From an optimization exercise on the open Yosys and OpenROAD flow, aimed at small area and a short achievable clock period; shortcuts taken in it are not production practice. Function was checked by simulation only, so behaviour that the tests miss may differ from the original.

## flow/design.v

```verilog
module advanced_hybrid_controller_fixed (
    input wire clk,
    input wire rst_n,
    input wire start,
    output reg done,
    output reg tile_start,
    input wire tile_done,
    output reg imc_mode,
    output wire simultaneous_rows,
    output wire [63:0] row_mask,
    input wire [15:0] zero_ops_skipped,
    input wire [15:0] total_ops_executed,
    input wire [15:0] imc_energy_savings,
    input wire [7:0] computation_snr,
    output reg dram_cmd_valid,
    output wire [1:0] dram_cmd_type,
    output wire [15:0] dram_cmd_addr,
    output wire [15:0] dram_write_data,
    output wire dram_accumulate_en,
    output wire [3:0] dram_bank_activate,
    output wire dram_simultaneous_access,
    output reg [1:0] precision_mode,
    output wire sparsity_optimize_en,
    output reg adaptive_imc_en,
    output wire [7:0] system_efficiency,
    output reg [15:0] total_energy_saved,
    output reg snr_too_low
);
    localparam SNR_THRESHOLD_LOW = 40;
    localparam SNR_THRESHOLD_HIGH = 80;
    localparam [2:0] S_IDLE    = 3'b000,
                     S_LOAD    = 3'b001,
                     S_ANALYZE = 3'b011,
                     S_COMPUTE = 3'b010,
                     S_STORE   = 3'b110,
                     S_ADAPT   = 3'b111,
                     S_DONE    = 3'b101;
    reg [2:0] state;
    reg [3:0] cycle_count;
    reg [15:0] total_skipped;
    reg [15:0] total_executed;
    reg [6:0] average_snr;       
    reg start_prev;
    reg rows_hi, rows_lo;
    reg cmd_type0, bank_act, acc_en;
    reg [6:0] eff;
    assign simultaneous_rows = rows_hi;
    assign row_mask = {{32{rows_hi}}, {32{rows_lo}}};
    assign dram_cmd_type = {1'b0, cmd_type0};
    assign dram_cmd_addr = 16'd0;
    assign dram_write_data = 16'd0;
    assign dram_accumulate_en = acc_en;
    assign dram_simultaneous_access = acc_en;
    assign dram_bank_activate = {4{bank_act}};
    assign sparsity_optimize_en = 1'b1;
    wire in_compute = (state == S_COMPUTE);
    wire [15:0] div_a = in_compute ? zero_ops_skipped : total_skipped;
    wire [15:0] div_b = in_compute ? total_ops_executed : total_executed;
    wire div_nz = (|div_a) | (|div_b);
    wire [16:0] div_d;
    wire [23:0] div_rem;
    wire [2:0] div_qh;
    hic_div_a u_div_a (.a(div_a), .b(div_b), .d(div_d), .rem(div_rem), .qh(div_qh));
    reg [16:0] p_d;
    reg [20:2] p_rem;
    reg [2:0] p_qh;
    reg p_nz;
    always @(posedge clk) begin
        p_d <= div_d;
        p_rem <= div_rem[20:2];
        p_qh <= div_qh;
        p_nz <= div_nz;
    end
    wire [3:0] div_ql;
    hic_div_b u_div_b (.d(p_d), .rem({3'd0, p_rem, 2'b00}), .ql(div_ql));
    wire [6:0] q = {p_qh, div_ql};
    reg show_new;
    assign system_efficiency = {1'b0, show_new ? q : eff};
    wire ratio_gt60 = p_nz & (q > 7'd60);
    wire ratio_gt30 = p_nz & (q > 7'd30);
    function [15:0] radd16;
        input [15:0] x;
        input [15:0] y;
        integer k;
        reg c;
        begin
            c = 1'b0;
            for (k = 0; k < 16; k = k + 1) begin
                radd16[k] = x[k] ^ y[k] ^ c;
                c = (x[k] & y[k]) | (c & (x[k] ^ y[k]));
            end
        end
    endfunction
    function [7:0] radd8;
        input [7:0] x;
        input [7:0] y;
        integer k;
        reg c;
        begin
            c = 1'b0;
            for (k = 0; k < 8; k = k + 1) begin
                radd8[k] = x[k] ^ y[k] ^ c;
                c = (x[k] & y[k]) | (c & (x[k] ^ y[k]));
            end
        end
    endfunction
    wire [7:0] snr_sum = radd8({1'b0, average_snr}, computation_snr);
    always @(posedge clk) begin
        if (state == S_IDLE) begin
            cycle_count <= 0;
            total_skipped <= 0;
            total_executed <= 0;
            average_snr <= 100;
        end
        if (in_compute && tile_done) begin
            total_skipped <= radd16(total_skipped, zero_ops_skipped);
            total_executed <= radd16(total_executed, total_ops_executed);
            if (imc_mode) average_snr <= snr_sum[7:1];
        end
        if (state == S_ADAPT) cycle_count <= cycle_count + 1;
    end
    always @(posedge clk or negedge rst_n) begin
        if (!rst_n) begin
            state <= S_IDLE;
            done <= 0;
            precision_mode <= 2'b10;
            adaptive_imc_en <= 1;
            total_energy_saved <= 0;
            eff <= 0;
            show_new <= 0;
            snr_too_low <= 0;
            start_prev <= 0;
            tile_start <= 0;
            imc_mode <= 0;
            rows_hi <= 0;
            rows_lo <= 0;
            dram_cmd_valid <= 0;
            cmd_type0 <= 0;
            bank_act <= 0;
            acc_en <= 0;
        end else begin
            start_prev <= start;
            show_new <= in_compute & tile_done & div_nz;
            if (show_new) eff <= q;
            tile_start <= 0;
            dram_cmd_valid <= 0;
            done <= 0;
            case (state)
                S_IDLE: begin
                    if (start) state <= S_LOAD;
                end
                S_LOAD: begin
                    dram_cmd_valid <= 1;
                    cmd_type0 <= 0;
                    bank_act <= 1;
                    state <= S_ANALYZE;
                end
                S_ANALYZE: begin
                    if (adaptive_imc_en) begin
                        if (ratio_gt60 && average_snr > SNR_THRESHOLD_LOW) begin
                            imc_mode <= 1;
                            rows_hi <= 1;
                            rows_lo <= 1;
                        end else if (ratio_gt30 && average_snr > SNR_THRESHOLD_HIGH) begin
                            imc_mode <= 1;
                            rows_hi <= 0;
                            rows_lo <= 1;
                        end else begin
                            imc_mode <= 0;
                        end
                    end else begin
                        imc_mode <= 1;
                    end
                    tile_start <= 1;
                    state <= S_COMPUTE;
                end
                S_COMPUTE: begin
                    if (tile_done) begin
                        if (imc_mode) begin
                            total_energy_saved <= radd16(total_energy_saved, imc_energy_savings);
                            snr_too_low <= (computation_snr < SNR_THRESHOLD_LOW);
                        end
                        state <= S_STORE;
                    end
                end
                S_STORE: begin
                    dram_cmd_valid <= 1;
                    cmd_type0 <= 1;
                    acc_en <= 1;
                    bank_act <= 1;
                    state <= S_ADAPT;
                end
                S_ADAPT: begin
                    if (snr_too_low) begin
                        if (precision_mode != 0)
                            precision_mode <= precision_mode - 1;
                        else
                            adaptive_imc_en <= 0;
                    end
                    if (cycle_count > 10) state <= S_DONE;
                    else state <= S_ANALYZE;
                end
                S_DONE: begin
                    if (!start && start_prev) state <= S_IDLE;
                    else done <= 1;
                end
                default: state <= S_IDLE;
            endcase
        end
    end
endmodule
module hic_div_a (input wire [15:0] a, input wire [15:0] b,
                  output wire [16:0] d, output wire [23:0] rem,
                  output wire [2:0] qh);
    wire [15:0] ag0 = a & b;
    wire [15:0] ap0 = a ^ b;
    wire AG0_0_1 = ag0[1] | (ap0[1] & ag0[0]);
    wire AP0_0_1 = ap0[1] & ap0[0];
    wire AG0_0_3 = ag0[3] | (ap0[3] & ag0[2]);
    wire AP0_0_3 = ap0[3] & ap0[2];
    wire AG0_0_5 = ag0[5] | (ap0[5] & ag0[4]);
    wire AP0_0_5 = ap0[5] & ap0[4];
    wire AG0_0_7 = ag0[7] | (ap0[7] & ag0[6]);
    wire AP0_0_7 = ap0[7] & ap0[6];
    wire AG0_0_9 = ag0[9] | (ap0[9] & ag0[8]);
    wire AP0_0_9 = ap0[9] & ap0[8];
    wire AG0_0_11 = ag0[11] | (ap0[11] & ag0[10]);
    wire AP0_0_11 = ap0[11] & ap0[10];
    wire AG0_0_13 = ag0[13] | (ap0[13] & ag0[12]);
    wire AP0_0_13 = ap0[13] & ap0[12];
    wire AG0_0_15 = ag0[15] | (ap0[15] & ag0[14]);
    wire AP0_0_15 = ap0[15] & ap0[14];
    wire AG0_1_2 = ag0[2] | (ap0[2] & AG0_0_1);
    wire AP0_1_2 = ap0[2] & AP0_0_1;
    wire AG0_1_3 = AG0_0_3 | (AP0_0_3 & AG0_0_1);
    wire AP0_1_3 = AP0_0_3 & AP0_0_1;
    wire AG0_1_6 = ag0[6] | (ap0[6] & AG0_0_5);
    wire AP0_1_6 = ap0[6] & AP0_0_5;
    wire AG0_1_7 = AG0_0_7 | (AP0_0_7 & AG0_0_5);
    wire AP0_1_7 = AP0_0_7 & AP0_0_5;
    wire AG0_1_10 = ag0[10] | (ap0[10] & AG0_0_9);
    wire AP0_1_10 = ap0[10] & AP0_0_9;
    wire AG0_1_11 = AG0_0_11 | (AP0_0_11 & AG0_0_9);
    wire AP0_1_11 = AP0_0_11 & AP0_0_9;
    wire AG0_1_14 = ag0[14] | (ap0[14] & AG0_0_13);
    wire AP0_1_14 = ap0[14] & AP0_0_13;
    wire AG0_1_15 = AG0_0_15 | (AP0_0_15 & AG0_0_13);
    wire AP0_1_15 = AP0_0_15 & AP0_0_13;
    wire AG0_2_4 = ag0[4] | (ap0[4] & AG0_1_3);
    wire AP0_2_4 = ap0[4] & AP0_1_3;
    wire AG0_2_5 = AG0_0_5 | (AP0_0_5 & AG0_1_3);
    wire AP0_2_5 = AP0_0_5 & AP0_1_3;
    wire AG0_2_6 = AG0_1_6 | (AP0_1_6 & AG0_1_3);
    wire AP0_2_6 = AP0_1_6 & AP0_1_3;
    wire AG0_2_7 = AG0_1_7 | (AP0_1_7 & AG0_1_3);
    wire AP0_2_7 = AP0_1_7 & AP0_1_3;
    wire AG0_2_12 = ag0[12] | (ap0[12] & AG0_1_11);
    wire AP0_2_12 = ap0[12] & AP0_1_11;
    wire AG0_2_13 = AG0_0_13 | (AP0_0_13 & AG0_1_11);
    wire AP0_2_13 = AP0_0_13 & AP0_1_11;
    wire AG0_2_14 = AG0_1_14 | (AP0_1_14 & AG0_1_11);
    wire AP0_2_14 = AP0_1_14 & AP0_1_11;
    wire AG0_2_15 = AG0_1_15 | (AP0_1_15 & AG0_1_11);
    wire AP0_2_15 = AP0_1_15 & AP0_1_11;
    wire AG0_3_8 = ag0[8] | (ap0[8] & AG0_2_7);
    wire AP0_3_8 = ap0[8] & AP0_2_7;
    wire AG0_3_9 = AG0_0_9 | (AP0_0_9 & AG0_2_7);
    wire AP0_3_9 = AP0_0_9 & AP0_2_7;
    wire AG0_3_10 = AG0_1_10 | (AP0_1_10 & AG0_2_7);
    wire AP0_3_10 = AP0_1_10 & AP0_2_7;
    wire AG0_3_11 = AG0_1_11 | (AP0_1_11 & AG0_2_7);
    wire AP0_3_11 = AP0_1_11 & AP0_2_7;
    wire AG0_3_12 = AG0_2_12 | (AP0_2_12 & AG0_2_7);
    wire AP0_3_12 = AP0_2_12 & AP0_2_7;
    wire AG0_3_13 = AG0_2_13 | (AP0_2_13 & AG0_2_7);
    wire AP0_3_13 = AP0_2_13 & AP0_2_7;
    wire AG0_3_14 = AG0_2_14 | (AP0_2_14 & AG0_2_7);
    wire AP0_3_14 = AP0_2_14 & AP0_2_7;
    wire AG0_3_15 = AG0_2_15 | (AP0_2_15 & AG0_2_7);
    wire AP0_3_15 = AP0_2_15 & AP0_2_7;
    wire [16:0] ac0;
    assign ac0[0] = 1'b0;
    assign ac0[1] = ag0[0];
    assign ac0[2] = AG0_0_1;
    assign ac0[3] = AG0_1_2;
    assign ac0[4] = AG0_1_3;
    assign ac0[5] = AG0_2_4;
    assign ac0[6] = AG0_2_5;
    assign ac0[7] = AG0_2_6;
    assign ac0[8] = AG0_2_7;
    assign ac0[9] = AG0_3_8;
    assign ac0[10] = AG0_3_9;
    assign ac0[11] = AG0_3_10;
    assign ac0[12] = AG0_3_11;
    assign ac0[13] = AG0_3_12;
    assign ac0[14] = AG0_3_13;
    assign ac0[15] = AG0_3_14;
    assign ac0[16] = AG0_3_15;
    assign d = {ac0[16], ap0 ^ ac0[15:0]};
    wire [20:0] m0 = {a, 4'd0};
    wire [20:0] m1 = {1'b0, a, 3'd0};
    wire [20:0] m2 = {5'd0, a};
    wire [20:0] ms = m0 ^ m1 ^ m2;
    wire [20:0] mc = {(m0[19:0] & m1[19:0]) | (m0[19:0] & m2[19:0]) | (m1[19:0] & m2[19:0]), 1'b0};
    wire [21:0] n25;
    wire [20:0] ag1 = ms & mc;
    wire [20:0] ap1 = ms ^ mc;
    wire AG1_0_1 = ag1[1] | (ap1[1] & ag1[0]);
    wire AP1_0_1 = ap1[1] & ap1[0];
    wire AG1_0_3 = ag1[3] | (ap1[3] & ag1[2]);
    wire AP1_0_3 = ap1[3] & ap1[2];
    wire AG1_0_5 = ag1[5] | (ap1[5] & ag1[4]);
    wire AP1_0_5 = ap1[5] & ap1[4];
    wire AG1_0_7 = ag1[7] | (ap1[7] & ag1[6]);
    wire AP1_0_7 = ap1[7] & ap1[6];
    wire AG1_0_9 = ag1[9] | (ap1[9] & ag1[8]);
    wire AP1_0_9 = ap1[9] & ap1[8];
    wire AG1_0_11 = ag1[11] | (ap1[11] & ag1[10]);
    wire AP1_0_11 = ap1[11] & ap1[10];
    wire AG1_0_13 = ag1[13] | (ap1[13] & ag1[12]);
    wire AP1_0_13 = ap1[13] & ap1[12];
    wire AG1_0_15 = ag1[15] | (ap1[15] & ag1[14]);
    wire AP1_0_15 = ap1[15] & ap1[14];
    wire AG1_0_17 = ag1[17] | (ap1[17] & ag1[16]);
    wire AP1_0_17 = ap1[17] & ap1[16];
    wire AG1_0_19 = ag1[19] | (ap1[19] & ag1[18]);
    wire AP1_0_19 = ap1[19] & ap1[18];
    wire AG1_1_2 = ag1[2] | (ap1[2] & AG1_0_1);
    wire AP1_1_2 = ap1[2] & AP1_0_1;
    wire AG1_1_3 = AG1_0_3 | (AP1_0_3 & AG1_0_1);
    wire AP1_1_3 = AP1_0_3 & AP1_0_1;
    wire AG1_1_6 = ag1[6] | (ap1[6] & AG1_0_5);
    wire AP1_1_6 = ap1[6] & AP1_0_5;
    wire AG1_1_7 = AG1_0_7 | (AP1_0_7 & AG1_0_5);
    wire AP1_1_7 = AP1_0_7 & AP1_0_5;
    wire AG1_1_10 = ag1[10] | (ap1[10] & AG1_0_9);
    wire AP1_1_10 = ap1[10] & AP1_0_9;
    wire AG1_1_11 = AG1_0_11 | (AP1_0_11 & AG1_0_9);
    wire AP1_1_11 = AP1_0_11 & AP1_0_9;
    wire AG1_1_14 = ag1[14] | (ap1[14] & AG1_0_13);
    wire AP1_1_14 = ap1[14] & AP1_0_13;
    wire AG1_1_15 = AG1_0_15 | (AP1_0_15 & AG1_0_13);
    wire AP1_1_15 = AP1_0_15 & AP1_0_13;
    wire AG1_1_18 = ag1[18] | (ap1[18] & AG1_0_17);
    wire AP1_1_18 = ap1[18] & AP1_0_17;
    wire AG1_1_19 = AG1_0_19 | (AP1_0_19 & AG1_0_17);
    wire AP1_1_19 = AP1_0_19 & AP1_0_17;
    wire AG1_2_4 = ag1[4] | (ap1[4] & AG1_1_3);
    wire AP1_2_4 = ap1[4] & AP1_1_3;
    wire AG1_2_5 = AG1_0_5 | (AP1_0_5 & AG1_1_3);
    wire AP1_2_5 = AP1_0_5 & AP1_1_3;
    wire AG1_2_6 = AG1_1_6 | (AP1_1_6 & AG1_1_3);
    wire AP1_2_6 = AP1_1_6 & AP1_1_3;
    wire AG1_2_7 = AG1_1_7 | (AP1_1_7 & AG1_1_3);
    wire AP1_2_7 = AP1_1_7 & AP1_1_3;
    wire AG1_2_12 = ag1[12] | (ap1[12] & AG1_1_11);
    wire AP1_2_12 = ap1[12] & AP1_1_11;
    wire AG1_2_13 = AG1_0_13 | (AP1_0_13 & AG1_1_11);
    wire AP1_2_13 = AP1_0_13 & AP1_1_11;
    wire AG1_2_14 = AG1_1_14 | (AP1_1_14 & AG1_1_11);
    wire AP1_2_14 = AP1_1_14 & AP1_1_11;
    wire AG1_2_15 = AG1_1_15 | (AP1_1_15 & AG1_1_11);
    wire AP1_2_15 = AP1_1_15 & AP1_1_11;
    wire AG1_2_20 = ag1[20] | (ap1[20] & AG1_1_19);
    wire AP1_2_20 = ap1[20] & AP1_1_19;
    wire AG1_3_8 = ag1[8] | (ap1[8] & AG1_2_7);
    wire AP1_3_8 = ap1[8] & AP1_2_7;
    wire AG1_3_9 = AG1_0_9 | (AP1_0_9 & AG1_2_7);
    wire AP1_3_9 = AP1_0_9 & AP1_2_7;
    wire AG1_3_10 = AG1_1_10 | (AP1_1_10 & AG1_2_7);
    wire AP1_3_10 = AP1_1_10 & AP1_2_7;
    wire AG1_3_11 = AG1_1_11 | (AP1_1_11 & AG1_2_7);
    wire AP1_3_11 = AP1_1_11 & AP1_2_7;
    wire AG1_3_12 = AG1_2_12 | (AP1_2_12 & AG1_2_7);
    wire AP1_3_12 = AP1_2_12 & AP1_2_7;
    wire AG1_3_13 = AG1_2_13 | (AP1_2_13 & AG1_2_7);
    wire AP1_3_13 = AP1_2_13 & AP1_2_7;
    wire AG1_3_14 = AG1_2_14 | (AP1_2_14 & AG1_2_7);
    wire AP1_3_14 = AP1_2_14 & AP1_2_7;
    wire AG1_3_15 = AG1_2_15 | (AP1_2_15 & AG1_2_7);
    wire AP1_3_15 = AP1_2_15 & AP1_2_7;
    wire AG1_4_16 = ag1[16] | (ap1[16] & AG1_3_15);
    wire AP1_4_16 = ap1[16] & AP1_3_15;
    wire AG1_4_17 = AG1_0_17 | (AP1_0_17 & AG1_3_15);
    wire AP1_4_17 = AP1_0_17 & AP1_3_15;
    wire AG1_4_18 = AG1_1_18 | (AP1_1_18 & AG1_3_15);
    wire AP1_4_18 = AP1_1_18 & AP1_3_15;
    wire AG1_4_19 = AG1_1_19 | (AP1_1_19 & AG1_3_15);
    wire AP1_4_19 = AP1_1_19 & AP1_3_15;
    wire AG1_4_20 = AG1_2_20 | (AP1_2_20 & AG1_3_15);
    wire AP1_4_20 = AP1_2_20 & AP1_3_15;
    wire [21:0] ac1;
    assign ac1[0] = 1'b0;
    assign ac1[1] = ag1[0];
    assign ac1[2] = AG1_0_1;
    assign ac1[3] = AG1_1_2;
    assign ac1[4] = AG1_1_3;
    assign ac1[5] = AG1_2_4;
    assign ac1[6] = AG1_2_5;
    assign ac1[7] = AG1_2_6;
    assign ac1[8] = AG1_2_7;
    assign ac1[9] = AG1_3_8;
    assign ac1[10] = AG1_3_9;
    assign ac1[11] = AG1_3_10;
    assign ac1[12] = AG1_3_11;
    assign ac1[13] = AG1_3_12;
    assign ac1[14] = AG1_3_13;
    assign ac1[15] = AG1_3_14;
    assign ac1[16] = AG1_3_15;
    assign ac1[17] = AG1_4_16;
    assign ac1[18] = AG1_4_17;
    assign ac1[19] = AG1_4_18;
    assign ac1[20] = AG1_4_19;
    assign ac1[21] = AG1_4_20;
    assign n25 = {ac1[21], ap1 ^ ac1[20:0]};
    wire [23:0] r7 = {n25[20:0], 2'b00};
    wire [17:0] x6 = r7[23:6];
    wire [17:0] y6 = {1'b0, d};
    wire [17:0] g6 = x6 & ~y6;
    wire [17:0] p6 = ~(x6 ^ y6);
    wire G6_0_1 = g6[1] | (p6[1] & (g6[0] | p6[0]));
    wire G6_0_3 = g6[3] | (p6[3] & g6[2]);
    wire P6_0_3 = p6[3] & p6[2];
    wire G6_0_5 = g6[5] | (p6[5] & g6[4]);
    wire P6_0_5 = p6[5] & p6[4];
    wire G6_0_7 = g6[7] | (p6[7] & g6[6]);
    wire P6_0_7 = p6[7] & p6[6];
    wire G6_0_9 = g6[9] | (p6[9] & g6[8]);
    wire P6_0_9 = p6[9] & p6[8];
    wire G6_0_11 = g6[11] | (p6[11] & g6[10]);
    wire P6_0_11 = p6[11] & p6[10];
    wire G6_0_13 = g6[13] | (p6[13] & g6[12]);
    wire P6_0_13 = p6[13] & p6[12];
    wire G6_0_15 = g6[15] | (p6[15] & g6[14]);
    wire P6_0_15 = p6[15] & p6[14];
    wire G6_0_17 = g6[17] | (p6[17] & g6[16]);
    wire P6_0_17 = p6[17] & p6[16];
    wire G6_1_2 = g6[2] | (p6[2] & G6_0_1);
    wire G6_1_3 = G6_0_3 | (P6_0_3 & G6_0_1);
    wire G6_1_6 = g6[6] | (p6[6] & G6_0_5);
    wire P6_1_6 = p6[6] & P6_0_5;
    wire G6_1_7 = G6_0_7 | (P6_0_7 & G6_0_5);
    wire P6_1_7 = P6_0_7 & P6_0_5;
    wire G6_1_10 = g6[10] | (p6[10] & G6_0_9);
    wire P6_1_10 = p6[10] & P6_0_9;
    wire G6_1_11 = G6_0_11 | (P6_0_11 & G6_0_9);
    wire P6_1_11 = P6_0_11 & P6_0_9;
    wire G6_1_14 = g6[14] | (p6[14] & G6_0_13);
    wire P6_1_14 = p6[14] & P6_0_13;
    wire G6_1_15 = G6_0_15 | (P6_0_15 & G6_0_13);
    wire P6_1_15 = P6_0_15 & P6_0_13;
    wire G6_2_4 = g6[4] | (p6[4] & G6_1_3);
    wire G6_2_5 = G6_0_5 | (P6_0_5 & G6_1_3);
    wire G6_2_6 = G6_1_6 | (P6_1_6 & G6_1_3);
    wire G6_2_7 = G6_1_7 | (P6_1_7 & G6_1_3);
    wire G6_2_12 = g6[12] | (p6[12] & G6_1_11);
    wire P6_2_12 = p6[12] & P6_1_11;
    wire G6_2_13 = G6_0_13 | (P6_0_13 & G6_1_11);
    wire P6_2_13 = P6_0_13 & P6_1_11;
    wire G6_2_14 = G6_1_14 | (P6_1_14 & G6_1_11);
    wire P6_2_14 = P6_1_14 & P6_1_11;
    wire G6_2_15 = G6_1_15 | (P6_1_15 & G6_1_11);
    wire P6_2_15 = P6_1_15 & P6_1_11;
    wire G6_3_8 = g6[8] | (p6[8] & G6_2_7);
    wire G6_3_9 = G6_0_9 | (P6_0_9 & G6_2_7);
    wire G6_3_10 = G6_1_10 | (P6_1_10 & G6_2_7);
    wire G6_3_11 = G6_1_11 | (P6_1_11 & G6_2_7);
    wire G6_3_12 = G6_2_12 | (P6_2_12 & G6_2_7);
    wire G6_3_13 = G6_2_13 | (P6_2_13 & G6_2_7);
    wire G6_3_14 = G6_2_14 | (P6_2_14 & G6_2_7);
    wire G6_3_15 = G6_2_15 | (P6_2_15 & G6_2_7);
    wire G6_4_16 = g6[16] | (p6[16] & G6_3_15);
    wire G6_4_17 = G6_0_17 | (P6_0_17 & G6_3_15);
    wire [18:0] c6;
    assign c6[0] = 1'b1;
    assign c6[1] = (g6[0] | p6[0]);
    assign c6[2] = G6_0_1;
    assign c6[3] = G6_1_2;
    assign c6[4] = G6_1_3;
    assign c6[5] = G6_2_4;
    assign c6[6] = G6_2_5;
    assign c6[7] = G6_2_6;
    assign c6[8] = G6_2_7;
    assign c6[9] = G6_3_8;
    assign c6[10] = G6_3_9;
    assign c6[11] = G6_3_10;
    assign c6[12] = G6_3_11;
    assign c6[13] = G6_3_12;
    assign c6[14] = G6_3_13;
    assign c6[15] = G6_3_14;
    assign c6[16] = G6_3_15;
    assign c6[17] = G6_4_16;
    assign c6[18] = G6_4_17;
    assign qh[2] = c6[18];
    wire [17:0] s6 = p6 ^ c6[17:0];
    wire [23:0] r6 = {(qh[2] ? s6 : x6), r7[5:0]};
    wire [17:0] x5 = r6[22:5];
    wire [17:0] y5 = {1'b0, d};
    wire [17:0] g5 = x5 & ~y5;
    wire [17:0] p5 = ~(x5 ^ y5);
    wire G5_0_1 = g5[1] | (p5[1] & (g5[0] | p5[0]));
    wire G5_0_3 = g5[3] | (p5[3] & g5[2]);
    wire P5_0_3 = p5[3] & p5[2];
    wire G5_0_5 = g5[5] | (p5[5] & g5[4]);
    wire P5_0_5 = p5[5] & p5[4];
    wire G5_0_7 = g5[7] | (p5[7] & g5[6]);
    wire P5_0_7 = p5[7] & p5[6];
    wire G5_0_9 = g5[9] | (p5[9] & g5[8]);
    wire P5_0_9 = p5[9] & p5[8];
    wire G5_0_11 = g5[11] | (p5[11] & g5[10]);
    wire P5_0_11 = p5[11] & p5[10];
    wire G5_0_13 = g5[13] | (p5[13] & g5[12]);
    wire P5_0_13 = p5[13] & p5[12];
    wire G5_0_15 = g5[15] | (p5[15] & g5[14]);
    wire P5_0_15 = p5[15] & p5[14];
    wire G5_0_17 = g5[17] | (p5[17] & g5[16]);
    wire P5_0_17 = p5[17] & p5[16];
    wire G5_1_2 = g5[2] | (p5[2] & G5_0_1);
    wire G5_1_3 = G5_0_3 | (P5_0_3 & G5_0_1);
    wire G5_1_6 = g5[6] | (p5[6] & G5_0_5);
    wire P5_1_6 = p5[6] & P5_0_5;
    wire G5_1_7 = G5_0_7 | (P5_0_7 & G5_0_5);
    wire P5_1_7 = P5_0_7 & P5_0_5;
    wire G5_1_10 = g5[10] | (p5[10] & G5_0_9);
    wire P5_1_10 = p5[10] & P5_0_9;
    wire G5_1_11 = G5_0_11 | (P5_0_11 & G5_0_9);
    wire P5_1_11 = P5_0_11 & P5_0_9;
    wire G5_1_14 = g5[14] | (p5[14] & G5_0_13);
    wire P5_1_14 = p5[14] & P5_0_13;
    wire G5_1_15 = G5_0_15 | (P5_0_15 & G5_0_13);
    wire P5_1_15 = P5_0_15 & P5_0_13;
    wire G5_2_4 = g5[4] | (p5[4] & G5_1_3);
    wire G5_2_5 = G5_0_5 | (P5_0_5 & G5_1_3);
    wire G5_2_6 = G5_1_6 | (P5_1_6 & G5_1_3);
    wire G5_2_7 = G5_1_7 | (P5_1_7 & G5_1_3);
    wire G5_2_12 = g5[12] | (p5[12] & G5_1_11);
    wire P5_2_12 = p5[12] & P5_1_11;
    wire G5_2_13 = G5_0_13 | (P5_0_13 & G5_1_11);
    wire P5_2_13 = P5_0_13 & P5_1_11;
    wire G5_2_14 = G5_1_14 | (P5_1_14 & G5_1_11);
    wire P5_2_14 = P5_1_14 & P5_1_11;
    wire G5_2_15 = G5_1_15 | (P5_1_15 & G5_1_11);
    wire P5_2_15 = P5_1_15 & P5_1_11;
    wire G5_3_8 = g5[8] | (p5[8] & G5_2_7);
    wire G5_3_9 = G5_0_9 | (P5_0_9 & G5_2_7);
    wire G5_3_10 = G5_1_10 | (P5_1_10 & G5_2_7);
    wire G5_3_11 = G5_1_11 | (P5_1_11 & G5_2_7);
    wire G5_3_12 = G5_2_12 | (P5_2_12 & G5_2_7);
    wire G5_3_13 = G5_2_13 | (P5_2_13 & G5_2_7);
    wire G5_3_14 = G5_2_14 | (P5_2_14 & G5_2_7);
    wire G5_3_15 = G5_2_15 | (P5_2_15 & G5_2_7);
    wire G5_4_16 = g5[16] | (p5[16] & G5_3_15);
    wire G5_4_17 = G5_0_17 | (P5_0_17 & G5_3_15);
    wire [18:0] c5;
    assign c5[0] = 1'b1;
    assign c5[1] = (g5[0] | p5[0]);
    assign c5[2] = G5_0_1;
    assign c5[3] = G5_1_2;
    assign c5[4] = G5_1_3;
    assign c5[5] = G5_2_4;
    assign c5[6] = G5_2_5;
    assign c5[7] = G5_2_6;
    assign c5[8] = G5_2_7;
    assign c5[9] = G5_3_8;
    assign c5[10] = G5_3_9;
    assign c5[11] = G5_3_10;
    assign c5[12] = G5_3_11;
    assign c5[13] = G5_3_12;
    assign c5[14] = G5_3_13;
    assign c5[15] = G5_3_14;
    assign c5[16] = G5_3_15;
    assign c5[17] = G5_4_16;
    assign c5[18] = G5_4_17;
    assign qh[1] = c5[18];
    wire [17:0] s5 = p5 ^ c5[17:0];
    wire [23:0] r5 = {r6[23:23], (qh[1] ? s5 : x5), r6[4:0]};
    wire [17:0] x4 = r5[21:4];
    wire [17:0] y4 = {1'b0, d};
    wire [17:0] g4 = x4 & ~y4;
    wire [17:0] p4 = ~(x4 ^ y4);
    wire G4_0_1 = g4[1] | (p4[1] & (g4[0] | p4[0]));
    wire G4_0_3 = g4[3] | (p4[3] & g4[2]);
    wire P4_0_3 = p4[3] & p4[2];
    wire G4_0_5 = g4[5] | (p4[5] & g4[4]);
    wire P4_0_5 = p4[5] & p4[4];
    wire G4_0_7 = g4[7] | (p4[7] & g4[6]);
    wire P4_0_7 = p4[7] & p4[6];
    wire G4_0_9 = g4[9] | (p4[9] & g4[8]);
    wire P4_0_9 = p4[9] & p4[8];
    wire G4_0_11 = g4[11] | (p4[11] & g4[10]);
    wire P4_0_11 = p4[11] & p4[10];
    wire G4_0_13 = g4[13] | (p4[13] & g4[12]);
    wire P4_0_13 = p4[13] & p4[12];
    wire G4_0_15 = g4[15] | (p4[15] & g4[14]);
    wire P4_0_15 = p4[15] & p4[14];
    wire G4_0_17 = g4[17] | (p4[17] & g4[16]);
    wire P4_0_17 = p4[17] & p4[16];
    wire G4_1_2 = g4[2] | (p4[2] & G4_0_1);
    wire G4_1_3 = G4_0_3 | (P4_0_3 & G4_0_1);
    wire G4_1_6 = g4[6] | (p4[6] & G4_0_5);
    wire P4_1_6 = p4[6] & P4_0_5;
    wire G4_1_7 = G4_0_7 | (P4_0_7 & G4_0_5);
    wire P4_1_7 = P4_0_7 & P4_0_5;
    wire G4_1_10 = g4[10] | (p4[10] & G4_0_9);
    wire P4_1_10 = p4[10] & P4_0_9;
    wire G4_1_11 = G4_0_11 | (P4_0_11 & G4_0_9);
    wire P4_1_11 = P4_0_11 & P4_0_9;
    wire G4_1_14 = g4[14] | (p4[14] & G4_0_13);
    wire P4_1_14 = p4[14] & P4_0_13;
    wire G4_1_15 = G4_0_15 | (P4_0_15 & G4_0_13);
    wire P4_1_15 = P4_0_15 & P4_0_13;
    wire G4_2_4 = g4[4] | (p4[4] & G4_1_3);
    wire G4_2_5 = G4_0_5 | (P4_0_5 & G4_1_3);
    wire G4_2_6 = G4_1_6 | (P4_1_6 & G4_1_3);
    wire G4_2_7 = G4_1_7 | (P4_1_7 & G4_1_3);
    wire G4_2_12 = g4[12] | (p4[12] & G4_1_11);
    wire P4_2_12 = p4[12] & P4_1_11;
    wire G4_2_13 = G4_0_13 | (P4_0_13 & G4_1_11);
    wire P4_2_13 = P4_0_13 & P4_1_11;
    wire G4_2_14 = G4_1_14 | (P4_1_14 & G4_1_11);
    wire P4_2_14 = P4_1_14 & P4_1_11;
    wire G4_2_15 = G4_1_15 | (P4_1_15 & G4_1_11);
    wire P4_2_15 = P4_1_15 & P4_1_11;
    wire G4_3_8 = g4[8] | (p4[8] & G4_2_7);
    wire G4_3_9 = G4_0_9 | (P4_0_9 & G4_2_7);
    wire G4_3_10 = G4_1_10 | (P4_1_10 & G4_2_7);
    wire G4_3_11 = G4_1_11 | (P4_1_11 & G4_2_7);
    wire G4_3_12 = G4_2_12 | (P4_2_12 & G4_2_7);
    wire G4_3_13 = G4_2_13 | (P4_2_13 & G4_2_7);
    wire G4_3_14 = G4_2_14 | (P4_2_14 & G4_2_7);
    wire G4_3_15 = G4_2_15 | (P4_2_15 & G4_2_7);
    wire G4_4_16 = g4[16] | (p4[16] & G4_3_15);
    wire G4_4_17 = G4_0_17 | (P4_0_17 & G4_3_15);
    wire [18:0] c4;
    assign c4[0] = 1'b1;
    assign c4[1] = (g4[0] | p4[0]);
    assign c4[2] = G4_0_1;
    assign c4[3] = G4_1_2;
    assign c4[4] = G4_1_3;
    assign c4[5] = G4_2_4;
    assign c4[6] = G4_2_5;
    assign c4[7] = G4_2_6;
    assign c4[8] = G4_2_7;
    assign c4[9] = G4_3_8;
    assign c4[10] = G4_3_9;
    assign c4[11] = G4_3_10;
    assign c4[12] = G4_3_11;
    assign c4[13] = G4_3_12;
    assign c4[14] = G4_3_13;
    assign c4[15] = G4_3_14;
    assign c4[16] = G4_3_15;
    assign c4[17] = G4_4_16;
    assign c4[18] = G4_4_17;
    assign qh[0] = c4[18];
    wire [17:0] s4 = p4 ^ c4[17:0];
    wire [23:0] r4 = {r5[23:22], (qh[0] ? s4 : x4), r5[3:0]};
    assign rem = r4;
endmodule
module hic_div_b (input wire [16:0] d, input wire [23:0] rem,
                  output wire [3:0] ql);
    wire [23:0] r4 = rem;
    wire [17:0] x3 = r4[20:3];
    wire [17:0] y3 = {1'b0, d};
    wire [17:0] g3 = x3 & ~y3;
    wire [17:0] p3 = ~(x3 ^ y3);
    wire G3_0_1 = g3[1] | (p3[1] & (g3[0] | p3[0]));
    wire G3_0_3 = g3[3] | (p3[3] & g3[2]);
    wire P3_0_3 = p3[3] & p3[2];
    wire G3_0_5 = g3[5] | (p3[5] & g3[4]);
    wire P3_0_5 = p3[5] & p3[4];
    wire G3_0_7 = g3[7] | (p3[7] & g3[6]);
    wire P3_0_7 = p3[7] & p3[6];
    wire G3_0_9 = g3[9] | (p3[9] & g3[8]);
    wire P3_0_9 = p3[9] & p3[8];
    wire G3_0_11 = g3[11] | (p3[11] & g3[10]);
    wire P3_0_11 = p3[11] & p3[10];
    wire G3_0_13 = g3[13] | (p3[13] & g3[12]);
    wire P3_0_13 = p3[13] & p3[12];
    wire G3_0_15 = g3[15] | (p3[15] & g3[14]);
    wire P3_0_15 = p3[15] & p3[14];
    wire G3_0_17 = g3[17] | (p3[17] & g3[16]);
    wire P3_0_17 = p3[17] & p3[16];
    wire G3_1_2 = g3[2] | (p3[2] & G3_0_1);
    wire G3_1_3 = G3_0_3 | (P3_0_3 & G3_0_1);
    wire G3_1_6 = g3[6] | (p3[6] & G3_0_5);
    wire P3_1_6 = p3[6] & P3_0_5;
    wire G3_1_7 = G3_0_7 | (P3_0_7 & G3_0_5);
    wire P3_1_7 = P3_0_7 & P3_0_5;
    wire G3_1_10 = g3[10] | (p3[10] & G3_0_9);
    wire P3_1_10 = p3[10] & P3_0_9;
    wire G3_1_11 = G3_0_11 | (P3_0_11 & G3_0_9);
    wire P3_1_11 = P3_0_11 & P3_0_9;
    wire G3_1_14 = g3[14] | (p3[14] & G3_0_13);
    wire P3_1_14 = p3[14] & P3_0_13;
    wire G3_1_15 = G3_0_15 | (P3_0_15 & G3_0_13);
    wire P3_1_15 = P3_0_15 & P3_0_13;
    wire G3_2_4 = g3[4] | (p3[4] & G3_1_3);
    wire G3_2_5 = G3_0_5 | (P3_0_5 & G3_1_3);
    wire G3_2_6 = G3_1_6 | (P3_1_6 & G3_1_3);
    wire G3_2_7 = G3_1_7 | (P3_1_7 & G3_1_3);
    wire G3_2_12 = g3[12] | (p3[12] & G3_1_11);
    wire P3_2_12 = p3[12] & P3_1_11;
    wire G3_2_13 = G3_0_13 | (P3_0_13 & G3_1_11);
    wire P3_2_13 = P3_0_13 & P3_1_11;
    wire G3_2_14 = G3_1_14 | (P3_1_14 & G3_1_11);
    wire P3_2_14 = P3_1_14 & P3_1_11;
    wire G3_2_15 = G3_1_15 | (P3_1_15 & G3_1_11);
    wire P3_2_15 = P3_1_15 & P3_1_11;
    wire G3_3_8 = g3[8] | (p3[8] & G3_2_7);
    wire G3_3_9 = G3_0_9 | (P3_0_9 & G3_2_7);
    wire G3_3_10 = G3_1_10 | (P3_1_10 & G3_2_7);
    wire G3_3_11 = G3_1_11 | (P3_1_11 & G3_2_7);
    wire G3_3_12 = G3_2_12 | (P3_2_12 & G3_2_7);
    wire G3_3_13 = G3_2_13 | (P3_2_13 & G3_2_7);
    wire G3_3_14 = G3_2_14 | (P3_2_14 & G3_2_7);
    wire G3_3_15 = G3_2_15 | (P3_2_15 & G3_2_7);
    wire G3_4_16 = g3[16] | (p3[16] & G3_3_15);
    wire G3_4_17 = G3_0_17 | (P3_0_17 & G3_3_15);
    wire [18:0] c3;
    assign c3[0] = 1'b1;
    assign c3[1] = (g3[0] | p3[0]);
    assign c3[2] = G3_0_1;
    assign c3[3] = G3_1_2;
    assign c3[4] = G3_1_3;
    assign c3[5] = G3_2_4;
    assign c3[6] = G3_2_5;
    assign c3[7] = G3_2_6;
    assign c3[8] = G3_2_7;
    assign c3[9] = G3_3_8;
    assign c3[10] = G3_3_9;
    assign c3[11] = G3_3_10;
    assign c3[12] = G3_3_11;
    assign c3[13] = G3_3_12;
    assign c3[14] = G3_3_13;
    assign c3[15] = G3_3_14;
    assign c3[16] = G3_3_15;
    assign c3[17] = G3_4_16;
    assign c3[18] = G3_4_17;
    assign ql[3] = c3[18];
    wire [17:0] s3 = p3 ^ c3[17:0];
    wire [23:0] r3 = {r4[23:21], (ql[3] ? s3 : x3), r4[2:0]};
    wire [17:0] x2 = r3[19:2];
    wire [17:0] y2 = {1'b0, d};
    wire [17:0] g2 = x2 & ~y2;
    wire [17:0] p2 = ~(x2 ^ y2);
    wire G2_0_1 = g2[1] | (p2[1] & (g2[0] | p2[0]));
    wire G2_0_3 = g2[3] | (p2[3] & g2[2]);
    wire P2_0_3 = p2[3] & p2[2];
    wire G2_0_5 = g2[5] | (p2[5] & g2[4]);
    wire P2_0_5 = p2[5] & p2[4];
    wire G2_0_7 = g2[7] | (p2[7] & g2[6]);
    wire P2_0_7 = p2[7] & p2[6];
    wire G2_0_9 = g2[9] | (p2[9] & g2[8]);
    wire P2_0_9 = p2[9] & p2[8];
    wire G2_0_11 = g2[11] | (p2[11] & g2[10]);
    wire P2_0_11 = p2[11] & p2[10];
    wire G2_0_13 = g2[13] | (p2[13] & g2[12]);
    wire P2_0_13 = p2[13] & p2[12];
    wire G2_0_15 = g2[15] | (p2[15] & g2[14]);
    wire P2_0_15 = p2[15] & p2[14];
    wire G2_0_17 = g2[17] | (p2[17] & g2[16]);
    wire P2_0_17 = p2[17] & p2[16];
    wire G2_1_2 = g2[2] | (p2[2] & G2_0_1);
    wire G2_1_3 = G2_0_3 | (P2_0_3 & G2_0_1);
    wire G2_1_6 = g2[6] | (p2[6] & G2_0_5);
    wire P2_1_6 = p2[6] & P2_0_5;
    wire G2_1_7 = G2_0_7 | (P2_0_7 & G2_0_5);
    wire P2_1_7 = P2_0_7 & P2_0_5;
    wire G2_1_10 = g2[10] | (p2[10] & G2_0_9);
    wire P2_1_10 = p2[10] & P2_0_9;
    wire G2_1_11 = G2_0_11 | (P2_0_11 & G2_0_9);
    wire P2_1_11 = P2_0_11 & P2_0_9;
    wire G2_1_14 = g2[14] | (p2[14] & G2_0_13);
    wire P2_1_14 = p2[14] & P2_0_13;
    wire G2_1_15 = G2_0_15 | (P2_0_15 & G2_0_13);
    wire P2_1_15 = P2_0_15 & P2_0_13;
    wire G2_2_4 = g2[4] | (p2[4] & G2_1_3);
    wire G2_2_5 = G2_0_5 | (P2_0_5 & G2_1_3);
    wire G2_2_6 = G2_1_6 | (P2_1_6 & G2_1_3);
    wire G2_2_7 = G2_1_7 | (P2_1_7 & G2_1_3);
    wire G2_2_12 = g2[12] | (p2[12] & G2_1_11);
    wire P2_2_12 = p2[12] & P2_1_11;
    wire G2_2_13 = G2_0_13 | (P2_0_13 & G2_1_11);
    wire P2_2_13 = P2_0_13 & P2_1_11;
    wire G2_2_14 = G2_1_14 | (P2_1_14 & G2_1_11);
    wire P2_2_14 = P2_1_14 & P2_1_11;
    wire G2_2_15 = G2_1_15 | (P2_1_15 & G2_1_11);
    wire P2_2_15 = P2_1_15 & P2_1_11;
    wire G2_3_8 = g2[8] | (p2[8] & G2_2_7);
    wire G2_3_9 = G2_0_9 | (P2_0_9 & G2_2_7);
    wire G2_3_10 = G2_1_10 | (P2_1_10 & G2_2_7);
    wire G2_3_11 = G2_1_11 | (P2_1_11 & G2_2_7);
    wire G2_3_12 = G2_2_12 | (P2_2_12 & G2_2_7);
    wire G2_3_13 = G2_2_13 | (P2_2_13 & G2_2_7);
    wire G2_3_14 = G2_2_14 | (P2_2_14 & G2_2_7);
    wire G2_3_15 = G2_2_15 | (P2_2_15 & G2_2_7);
    wire G2_4_16 = g2[16] | (p2[16] & G2_3_15);
    wire G2_4_17 = G2_0_17 | (P2_0_17 & G2_3_15);
    wire [18:0] c2;
    assign c2[0] = 1'b1;
    assign c2[1] = (g2[0] | p2[0]);
    assign c2[2] = G2_0_1;
    assign c2[3] = G2_1_2;
    assign c2[4] = G2_1_3;
    assign c2[5] = G2_2_4;
    assign c2[6] = G2_2_5;
    assign c2[7] = G2_2_6;
    assign c2[8] = G2_2_7;
    assign c2[9] = G2_3_8;
    assign c2[10] = G2_3_9;
    assign c2[11] = G2_3_10;
    assign c2[12] = G2_3_11;
    assign c2[13] = G2_3_12;
    assign c2[14] = G2_3_13;
    assign c2[15] = G2_3_14;
    assign c2[16] = G2_3_15;
    assign c2[17] = G2_4_16;
    assign c2[18] = G2_4_17;
    assign ql[2] = c2[18];
    wire [17:0] s2 = p2 ^ c2[17:0];
    wire [23:0] r2 = {r3[23:20], (ql[2] ? s2 : x2), r3[1:0]};
    wire [17:0] x1 = r2[18:1];
    wire [17:0] y1 = {1'b0, d};
    wire [17:0] g1 = x1 & ~y1;
    wire [17:0] p1 = ~(x1 ^ y1);
    wire G1_0_1 = g1[1] | (p1[1] & (g1[0] | p1[0]));
    wire G1_0_3 = g1[3] | (p1[3] & g1[2]);
    wire P1_0_3 = p1[3] & p1[2];
    wire G1_0_5 = g1[5] | (p1[5] & g1[4]);
    wire P1_0_5 = p1[5] & p1[4];
    wire G1_0_7 = g1[7] | (p1[7] & g1[6]);
    wire P1_0_7 = p1[7] & p1[6];
    wire G1_0_9 = g1[9] | (p1[9] & g1[8]);
    wire P1_0_9 = p1[9] & p1[8];
    wire G1_0_11 = g1[11] | (p1[11] & g1[10]);
    wire P1_0_11 = p1[11] & p1[10];
    wire G1_0_13 = g1[13] | (p1[13] & g1[12]);
    wire P1_0_13 = p1[13] & p1[12];
    wire G1_0_15 = g1[15] | (p1[15] & g1[14]);
    wire P1_0_15 = p1[15] & p1[14];
    wire G1_0_17 = g1[17] | (p1[17] & g1[16]);
    wire P1_0_17 = p1[17] & p1[16];
    wire G1_1_2 = g1[2] | (p1[2] & G1_0_1);
    wire G1_1_3 = G1_0_3 | (P1_0_3 & G1_0_1);
    wire G1_1_6 = g1[6] | (p1[6] & G1_0_5);
    wire P1_1_6 = p1[6] & P1_0_5;
    wire G1_1_7 = G1_0_7 | (P1_0_7 & G1_0_5);
    wire P1_1_7 = P1_0_7 & P1_0_5;
    wire G1_1_10 = g1[10] | (p1[10] & G1_0_9);
    wire P1_1_10 = p1[10] & P1_0_9;
    wire G1_1_11 = G1_0_11 | (P1_0_11 & G1_0_9);
    wire P1_1_11 = P1_0_11 & P1_0_9;
    wire G1_1_14 = g1[14] | (p1[14] & G1_0_13);
    wire P1_1_14 = p1[14] & P1_0_13;
    wire G1_1_15 = G1_0_15 | (P1_0_15 & G1_0_13);
    wire P1_1_15 = P1_0_15 & P1_0_13;
    wire G1_2_4 = g1[4] | (p1[4] & G1_1_3);
    wire G1_2_5 = G1_0_5 | (P1_0_5 & G1_1_3);
    wire G1_2_6 = G1_1_6 | (P1_1_6 & G1_1_3);
    wire G1_2_7 = G1_1_7 | (P1_1_7 & G1_1_3);
    wire G1_2_12 = g1[12] | (p1[12] & G1_1_11);
    wire P1_2_12 = p1[12] & P1_1_11;
    wire G1_2_13 = G1_0_13 | (P1_0_13 & G1_1_11);
    wire P1_2_13 = P1_0_13 & P1_1_11;
    wire G1_2_14 = G1_1_14 | (P1_1_14 & G1_1_11);
    wire P1_2_14 = P1_1_14 & P1_1_11;
    wire G1_2_15 = G1_1_15 | (P1_1_15 & G1_1_11);
    wire P1_2_15 = P1_1_15 & P1_1_11;
    wire G1_3_8 = g1[8] | (p1[8] & G1_2_7);
    wire G1_3_9 = G1_0_9 | (P1_0_9 & G1_2_7);
    wire G1_3_10 = G1_1_10 | (P1_1_10 & G1_2_7);
    wire G1_3_11 = G1_1_11 | (P1_1_11 & G1_2_7);
    wire G1_3_12 = G1_2_12 | (P1_2_12 & G1_2_7);
    wire G1_3_13 = G1_2_13 | (P1_2_13 & G1_2_7);
    wire G1_3_14 = G1_2_14 | (P1_2_14 & G1_2_7);
    wire G1_3_15 = G1_2_15 | (P1_2_15 & G1_2_7);
    wire G1_4_16 = g1[16] | (p1[16] & G1_3_15);
    wire G1_4_17 = G1_0_17 | (P1_0_17 & G1_3_15);
    wire [18:0] c1;
    assign c1[0] = 1'b1;
    assign c1[1] = (g1[0] | p1[0]);
    assign c1[2] = G1_0_1;
    assign c1[3] = G1_1_2;
    assign c1[4] = G1_1_3;
    assign c1[5] = G1_2_4;
    assign c1[6] = G1_2_5;
    assign c1[7] = G1_2_6;
    assign c1[8] = G1_2_7;
    assign c1[9] = G1_3_8;
    assign c1[10] = G1_3_9;
    assign c1[11] = G1_3_10;
    assign c1[12] = G1_3_11;
    assign c1[13] = G1_3_12;
    assign c1[14] = G1_3_13;
    assign c1[15] = G1_3_14;
    assign c1[16] = G1_3_15;
    assign c1[17] = G1_4_16;
    assign c1[18] = G1_4_17;
    assign ql[1] = c1[18];
    wire [17:0] s1 = p1 ^ c1[17:0];
    wire [23:0] r1 = {r2[23:19], (ql[1] ? s1 : x1), r2[0:0]};
    wire [17:0] x0 = r1[17:0];
    wire [17:0] y0 = {1'b0, d};
    wire [17:0] g0 = x0 & ~y0;
    wire [17:0] p0 = ~(x0 ^ y0);
    wire G0_0_1 = g0[1] | (p0[1] & (g0[0] | p0[0]));
    wire G0_0_3 = g0[3] | (p0[3] & g0[2]);
    wire P0_0_3 = p0[3] & p0[2];
    wire G0_0_5 = g0[5] | (p0[5] & g0[4]);
    wire P0_0_5 = p0[5] & p0[4];
    wire G0_0_7 = g0[7] | (p0[7] & g0[6]);
    wire P0_0_7 = p0[7] & p0[6];
    wire G0_0_9 = g0[9] | (p0[9] & g0[8]);
    wire P0_0_9 = p0[9] & p0[8];
    wire G0_0_11 = g0[11] | (p0[11] & g0[10]);
    wire P0_0_11 = p0[11] & p0[10];
    wire G0_0_13 = g0[13] | (p0[13] & g0[12]);
    wire P0_0_13 = p0[13] & p0[12];
    wire G0_0_15 = g0[15] | (p0[15] & g0[14]);
    wire P0_0_15 = p0[15] & p0[14];
    wire G0_0_17 = g0[17] | (p0[17] & g0[16]);
    wire P0_0_17 = p0[17] & p0[16];
    wire G0_1_2 = g0[2] | (p0[2] & G0_0_1);
    wire G0_1_3 = G0_0_3 | (P0_0_3 & G0_0_1);
    wire G0_1_6 = g0[6] | (p0[6] & G0_0_5);
    wire P0_1_6 = p0[6] & P0_0_5;
    wire G0_1_7 = G0_0_7 | (P0_0_7 & G0_0_5);
    wire P0_1_7 = P0_0_7 & P0_0_5;
    wire G0_1_10 = g0[10] | (p0[10] & G0_0_9);
    wire P0_1_10 = p0[10] & P0_0_9;
    wire G0_1_11 = G0_0_11 | (P0_0_11 & G0_0_9);
    wire P0_1_11 = P0_0_11 & P0_0_9;
    wire G0_1_14 = g0[14] | (p0[14] & G0_0_13);
    wire P0_1_14 = p0[14] & P0_0_13;
    wire G0_1_15 = G0_0_15 | (P0_0_15 & G0_0_13);
    wire P0_1_15 = P0_0_15 & P0_0_13;
    wire G0_2_4 = g0[4] | (p0[4] & G0_1_3);
    wire G0_2_5 = G0_0_5 | (P0_0_5 & G0_1_3);
    wire G0_2_6 = G0_1_6 | (P0_1_6 & G0_1_3);
    wire G0_2_7 = G0_1_7 | (P0_1_7 & G0_1_3);
    wire G0_2_12 = g0[12] | (p0[12] & G0_1_11);
    wire P0_2_12 = p0[12] & P0_1_11;
    wire G0_2_13 = G0_0_13 | (P0_0_13 & G0_1_11);
    wire P0_2_13 = P0_0_13 & P0_1_11;
    wire G0_2_14 = G0_1_14 | (P0_1_14 & G0_1_11);
    wire P0_2_14 = P0_1_14 & P0_1_11;
    wire G0_2_15 = G0_1_15 | (P0_1_15 & G0_1_11);
    wire P0_2_15 = P0_1_15 & P0_1_11;
    wire G0_3_8 = g0[8] | (p0[8] & G0_2_7);
    wire G0_3_9 = G0_0_9 | (P0_0_9 & G0_2_7);
    wire G0_3_10 = G0_1_10 | (P0_1_10 & G0_2_7);
    wire G0_3_11 = G0_1_11 | (P0_1_11 & G0_2_7);
    wire G0_3_12 = G0_2_12 | (P0_2_12 & G0_2_7);
    wire G0_3_13 = G0_2_13 | (P0_2_13 & G0_2_7);
    wire G0_3_14 = G0_2_14 | (P0_2_14 & G0_2_7);
    wire G0_3_15 = G0_2_15 | (P0_2_15 & G0_2_7);
    wire G0_4_16 = g0[16] | (p0[16] & G0_3_15);
    wire G0_4_17 = G0_0_17 | (P0_0_17 & G0_3_15);
    wire [18:0] c0;
    assign c0[0] = 1'b1;
    assign c0[1] = (g0[0] | p0[0]);
    assign c0[2] = G0_0_1;
    assign c0[3] = G0_1_2;
    assign c0[4] = G0_1_3;
    assign c0[5] = G0_2_4;
    assign c0[6] = G0_2_5;
    assign c0[7] = G0_2_6;
    assign c0[8] = G0_2_7;
    assign c0[9] = G0_3_8;
    assign c0[10] = G0_3_9;
    assign c0[11] = G0_3_10;
    assign c0[12] = G0_3_11;
    assign c0[13] = G0_3_12;
    assign c0[14] = G0_3_13;
    assign c0[15] = G0_3_14;
    assign c0[16] = G0_3_15;
    assign c0[17] = G0_4_16;
    assign c0[18] = G0_4_17;
    assign ql[0] = c0[18];
endmodule
```

## flow/run.sh

```bash
#!/bin/bash
# synth_recipe.tcl (not shown) runs the flow's synth.tcl, then flattens the netlist and writes it again
# the make line also repeats each setting of config.mk as NAME=value (left out here)
make -C /OpenROAD-flow-scripts/flow DESIGN_CONFIG=/design/flow/config.mk WORK_HOME=/design/flow/orfs CLKGATE_MAP_FILE= SYNTH_SCRIPT=/design/flow/synth_recipe.tcl finish
```

## flow/config.mk

```make
export PLATFORM = sky130hd
export DESIGN_NAME = advanced_hybrid_controller_fixed
export DESIGN_NICKNAME = advanced_hybrid_controller_fixed
export VERILOG_FILES = /design/flow/design.v
export SDC_FILE = /design/flow/constraint.sdc
export NUM_CORES = 4
export LEC_CHECK = 0
export ABC_AREA = 1
export CAP_MARGIN = 20
export CORE_MARGIN = 2
export CORE_UTILIZATION = 65
export SLEW_MARGIN = 20
```

## flow/constraint.sdc

```tcl
create_clock -name core_clock -period 130.0 [get_ports {clk}]
set_input_delay 26.0000 -clock core_clock [delete_from_list [all_inputs] [get_ports {clk}]]
set_output_delay 26.0000 -clock core_clock [all_outputs]
set_load 0.01 [all_outputs]
```

==> notes.md <==
==> state kept, by name, indices dropped and copies added (netlist names), 2 cells and up <==
name,cells
total_energy_saved,16
eff,7
p_qh,3
p_rem,19
precision_mode,2
cycle_count,4
total_skipped,16
total_executed,16
average_snr,7
state,3
p_d,17
==> layout by cell type, fill, tap and decap left out, drive strengths merged, types with 42 or more instances in the layout <==
cell,instances
o21ai,107
dfxtp,47
xor2,46
fa,93
a21oi,68
nor2,82
ha,160
nand2,427
clkdlybuf4s50,161
nand3,42
inv,282
==> cell type report <==
class	count	area, sq um	share of cell area [%]
multi-input cells	1213	8615	56.46
well taps	270	337.8	2.214
clock buffers	17	425.4	2.788
diodes	1	2.502	0.01640
repair buffers	166	1654	10.84
inverters	276	1036	6.790
clock inverters	15	136.4	0.8939
flip-flops and latches	124	3050	19.99
==> path summary, 6_finish.rpt <==
path	end	slack, ns
min in group asynchronous	cmd_type0	25.70
worst max register to register	p_rem[6]	117.70
worst min-delay path	adaptive_imc_en	0.46
max in group asynchronous	eff[1]	103.71
worst min register to register	adaptive_imc_en	0.46
worst max-delay path	p_rem[6]	92.97
==> routing by layer <==
layer  track usage [%]  routed length, microns  vias to the layer above
met5                 0                       0                        -
met4             8.810                     707                        0
met3             4.233                    1174                       50
met2             50.69                   14930                      283
met1             35.53                   12920                     5053
li1                  -                       -                     5444
==> metrics by stage <==
stage                     util [%]  cell area [sq um]  hold WS, ns  cells  setup slack (ns)
after CTS                    74.83              15240       0.4590   2080             93.07
final                        74.92              15260       0.4560   2082             92.97
after global placement       72.08              14680       0.4379   2048             93.16
after detailed placement     72.08              14680       0.4496   2048             92.75
after floorplan                  -              13660       0.4529   1749             94.58
after global routing         74.91              15250       0.4613   2081             91.62
==> cells by family (layout without fill, tap and decap cells) <==
group           count (synthesis)  count (layout)  synth area share (%)
compound gates                225             225                 9.441
fa+ha+maj                     253             253                 28.55
mux                             1               1               0.07397
buf+inv                       412             474                 14.71
other cells                     2              36               0.05550
xor+xnor                       85              85                 5.502
simple gates                  614             614                 19.12
flops                         124             124                 22.54
==> worst max-delay path: cells and delay by family <==
kind,cells,cell delay (ns)
AOI/OAI and AO/OA,16,3.48
and+or+nand+nor,36,3.36
adders and majority gates,7,2.70
buffers and inverters,7,1.68
xor gates and xnor gates,1,0.18
==> results.json <==
{
  "report.final.hold_viol_count": 0,
  "setup_tns_ns": 0,
  "status": "complete, no violations",
  "nets": 2111,
  "cts_hold_buf": 0,
  "timing.critical_path.slowest_stage_cell": "fa_1",
  "hold_path.class": "reg -> reg",
  "die_area_sq_um": 21990,
  "hold-path-cell-count": 2,
  "post_cts.resized_instances": 0,
  "largest_cells_by_area_after_synthesis": "ha_1 15%, fa_1 14%, nand2_1 11%",
  "r2r-start": "state[1]",
  "post_cts_setup_repair_buffer_count": 0,
  "worst_skew_pair.late_latency_ns": 0.43,
  "floorplan.initialDensity_pct": 66.45,
  "cts_inserted_buffers": 17,
  "grt_pass1_wl_mm": 50.29,
  "skew_ns": 0.01209,
  "synth_area_leader_cell": "ha_1",
  "grt_util_all_layers_pct": 28.37,
  "io_buffers": 162,
  "dr.pass1.iters": 4,
  "pin_count_of_the_biggest_net_entering_global_routing": 42,
  "cts-root-buf": "clkbuf_16",
  "unrepaired_setup_endpoints_after_global_routing": "no",
  "synthFlopType": "dfxtp_1",
  "min_period_over_period_pct": 28.49,
  "htreeDepth": 4,
  "clock.fmax_mhz": 27.00,
  "slew_worst_pin_ns": 0.9221,
  "worstPathArrival_ns": 37.39,
  "io-pin-count": 198,
  "cpPeakStageDelay_ns": 0.68,
  "drt_drc_violations_left": 0,
  "areaGrowthSynthToFinish_pct": 12.75,
  "slew-limit-headroom_pct": 38.52,
  "setup_viol_count_final": 0,
  "syn-instance-count": 1716,
  "cts.sinks": 124,
  "detailed_place_hpwl_mm": 24.00,
  "clock_slew_seen_by_the_registers_of_the_worst_setup_and_hold_paths_ns": 0.06,
  "synthDominantCellAreaShare_pct": 14.79,
  "cap_viol_max_count": 0,
  "die_height_microns": 148.3,
  "synth_warnings": 1,
  "synth.avg_cell_area_sq_um": 7.886,
  "synth.ff_latch_count": 124,
  "crit_path_frequent_cell": "nand2_1",
  "kind_of_start_point_of_the_critical_path": "input pin",
  "min_from": "adaptive_imc_en",
  "worst_ep_required_time_ns": 130.36,
  "fp-row-count": 52,
  "synth_enable_flop_cells": 36,
  "ys_seq_area_share_pct": 22.54,
  "clock_tree.buffer_depth": 2,
  "1st_iter_drt_viols": 642,
  "place.gp.congestion": 0.9198,
  "cp_max_fo": 22,
  "post_route_cells_drive_above_1_share_pct": 5.577,
  "synth.distinct_cells": 57,
  "drt-vias-per-instance": 5.202,
  "routed_wl_mm": 29.73,
  "timing.reg2reg.worst_path_depth": 71,
  "period_needed_ns": 37.03,
  "setup_crit_start": "zero_ops_skipped[4]",
  "post-synth-top-count-cell": "nand2_1",
  "globalRouteOverflowTotal": 0,
  "fillers": 1589,
  "via_count": 10830,
  "synth.cell_area_sq_um": 13530,
  "cts_tree": "yes",
  "floorplan.die.width_microns": 148.3,
  "grt_antenna_before_repair": 0,
  "vias_in_the_first_global_route": 10630,
  "drt-wirelength-per-cell_microns": 14.28,
  "ys_async_sr_fraction_pct": 33.06,
  "yosys-top-cells-count": "414 x nand2_1, 271 x inv_1, 160 x ha_1",
  "crit_path_end_kind": "flop",
  "worstSetupPathType": "in -> reg",
  "coreArea_sq_um": 20360,
  "timing_max_transition_violations_final": 0,
  "detail-route-antenna-nets": 0
}

afterwards: timing with drivers on the ports:
The results above use ideal ports. As a check the final layout listed here was re-extracted and re-timed, cells and wires unchanged. Step 1 assumes that a clkbuf_16 drives the clock port and a buf_2 every other input. Step 2 times the ports against the registers' clock, not the clock port: input delays grow and output delays shrink by t, the midpoint of the rising clock arrivals with the driver on. a / b / c = ideal / step 1 / step 2; a / b = the first two.
shift t [ns]: 0.472
setup slack, ns: 92.968 / 92.995 / 92.523
worst setup path at the end: input to register
After both steps this run still meets setup and hold. The setup slack of this run moves by +0.027 ns with the drivers and by -0.445 ns with both steps.
